From an optimization exercise on the open Yosys and OpenROAD flow, aimed at small area; shortcuts taken in it are not production practice. Where RTL was checked, it was by simulation tests only, not by an equivalence proof against the original. No activity file was given, so power comes from the tool's default toggle rates.

// lcd
module lcd(clk, LCD_E, reset, rst2, mode, a, b, push, LCD_RS, LCD_RW, SF_D, chg, cal, sw_3, hsync, vsync, vga_r, vga_g, vga_b, song_sel, led
, speakers);
Size in the first run: about 1800 cells after synthesis, ~31 I/O pins.
clock: 10.0 ns
lec_check: 0
abc_area: 1
cap_margin: 20
core_margin: 2
core_utilization: 70
cts_buf_list: sky130_fd_sc_hd__clkbuf_8
cts_cluster_size: 10
place_density: 0.8
slew_margin: 20
run.sh (not shown) runs the stock make flow with config.mk's settings and CLKGATE_MAP_FILE= SYNTH_SCRIPT=/design/flow/synth_recipe.tcl, a recipe that flattens the netlist after the stock synthesis.
The baseline completed without violations.
==> next run, changes <==
CTS_BUF_LIST = sky130_fd_sc_hd__clkbuf_16   (was sky130_fd_sc_hd__clkbuf_8)
CTS_CLUSTER_DIAMETER = 100   (was unset)
CTS_CLUSTER_SIZE = 30   (was 10)
Total power is higher by roughly a tenth.
Synthesized cell count stays the same.
Setup slack loses 27 ps.
Sequential cell count does not change.
Via count stays flat.
Cell count is unchanged.
Utilization is higher by 1.0 points.
Sequential share of layout area is lower by 0.41 points.
Routed wire length is higher slightly.

lcd, a different RTL version from the one above (not shown whole).
Size: ~2100 cells after synthesis, about 190 flip-flops, ~31 I/O pins.
==> flow/design.v (excerpt) <==
module lcd( clk, LCD_E,reset,rst2, mode,a,b,push,LCD_RS, LCD_RW, SF_D ,chg,cal,sw_3,hsync,vsync,vga_r,vga_g,vga_b,song_sel,led, speakers);
==> flow/config.mk <==
export PLATFORM = sky130hd
export DESIGN_NAME = lcd
export DESIGN_NICKNAME = lcd
export VERILOG_FILES = /design/flow/design.v
export SDC_FILE = /design/flow/constraint.sdc
export NUM_CORES = 4
export LEC_CHECK = 0
export ABC_AREA = 1
export CAP_MARGIN = 20
export CORE_MARGIN = 2
export CORE_UTILIZATION = 70
export CTS_BUF_LIST = sky130_fd_sc_hd__clkbuf_8
export PLACE_DENSITY = 0.8
export SLEW_MARGIN = 20
==> flow/constraint.sdc <==
create_clock -name core_clock -period 10.0 [get_ports {clk}]
set_input_delay 2.0000 -clock core_clock [delete_from_list [all_inputs] [get_ports {clk}]]
set_output_delay 2.0000 -clock core_clock [all_outputs]
set_load 0.01 [all_outputs]
Next try:
CTS_BUF_LIST = default   (was sky130_fd_sc_hd__clkbuf_8)
Sequential share of layout area decreases by 0.34 points. Flip-flop and latch count stays the same. Design area came out higher by about 1.2%. Total power rose by 9.3%. Combinational power barely changes. Worst hold slack got worse by 18 ps. Setup slack degrades by 12 ps. Utilization went up by 0.91 points. Via count hardly moves. Non-clock buffer count stays the same. Wire length went up by about 2.4%.
Function was not checked in any run of this note: the RTL went through the layout flow alone.

S:
Another version of the RTL of lcd (not shown whole).
For scale: about 1800 cells after synthesis, about 190 flip-flops, roughly 0.013 mm2 of cells after synthesis.
==> flow/config.mk <==
export PLATFORM = sky130hd
export DESIGN_NAME = lcd
export DESIGN_NICKNAME = lcd
export VERILOG_FILES = /design/flow/design.v
export SDC_FILE = /design/flow/constraint.sdc
export NUM_CORES = 4
export LEC_CHECK = 0
export ABC_AREA = 1
export CAP_MARGIN = 20
export CORE_MARGIN = 2
export CORE_UTILIZATION = 88
export CTS_BUF_LIST = sky130_fd_sc_hd__clkbuf_8
export CTS_CLUSTER_SIZE = 10
export PLACE_DENSITY = 0.95
export SLEW_MARGIN = 20
==> flow/constraint.sdc <==
create_clock -name core_clock -period 10.0 [get_ports {clk}]
set_input_delay 2.0000 -clock core_clock [delete_from_list [all_inputs] [get_ports {clk}]]
set_output_delay 2.0000 -clock core_clock [all_outputs]
set_load 0.01 [all_outputs]
The log for S ends in global placement without I/O with error GPL-0301, so the run never completed.
For Q, these inputs were changed with respect to S:
Settings: CTS_CLUSTER_SIZE no longer set, was 10; CORE_UTILIZATION now 70, was 88; CTS_BUF_LIST no longer set, was sky130_fd_sc_hd__clkbuf_8; PLACE_DENSITY now 0.8, was 0.95.
[summary]
For the site row count, Q came in 6 higher than S did. Q: flow completed, timing, DRC and antenna clean. Changes observed in Q relative to S: die span in y climbed about 12%; mean cell area of the mapped netlist flat; part of the Yosys area used for sequential elements saw little to no change.

==> static timing again, ports no longer ideal <==
The results above use ideal ports. As a check the final layouts listed here were re-extracted and re-timed, cells and wires unchanged. Step 1 sets driving cells, clkbuf_16 on the clock port and buf_2 on the other inputs (assumed; they add their load-dependent delay and slew). Step 2 moves the port delays by t, midway between the first and last clock arrival at a register: inputs arrive t later, outputs are due t later. That takes back most of the time a late clock gives input paths. Slacks: ideal / step 1 / step 2; pairs: ideal / step 1.
| run | t, ns | setup WS [ns] | worst setup path at the end | worst slew at a driven data input, ns |
|---|---|---|---|---|
| the first run of note 1 | 0.534 | 5.200 / 5.179 / 4.683 | input to register | 0.03 |
| the second run of note 1 | 0.490 | 5.174 / 5.194 / 4.704 | input to register | 0.03 |
| the first run of note 2 | 0.524 | 5.561 / 5.514 / 5.800 | input to register | 0.05 |
| the second run of note 2 | 0.493 | 5.549 / 5.498 / 5.648 | input to register | 0.04 |
| Q | 0.483 | 4.997 / 5.021 / 4.538 | input to register | 0.03 |
After both steps every run listed still meets setup and hold. The setup slack of the first run of note 1, which loses most, moves by -0.021 ns with the drivers and by -0.517 ns with both steps.
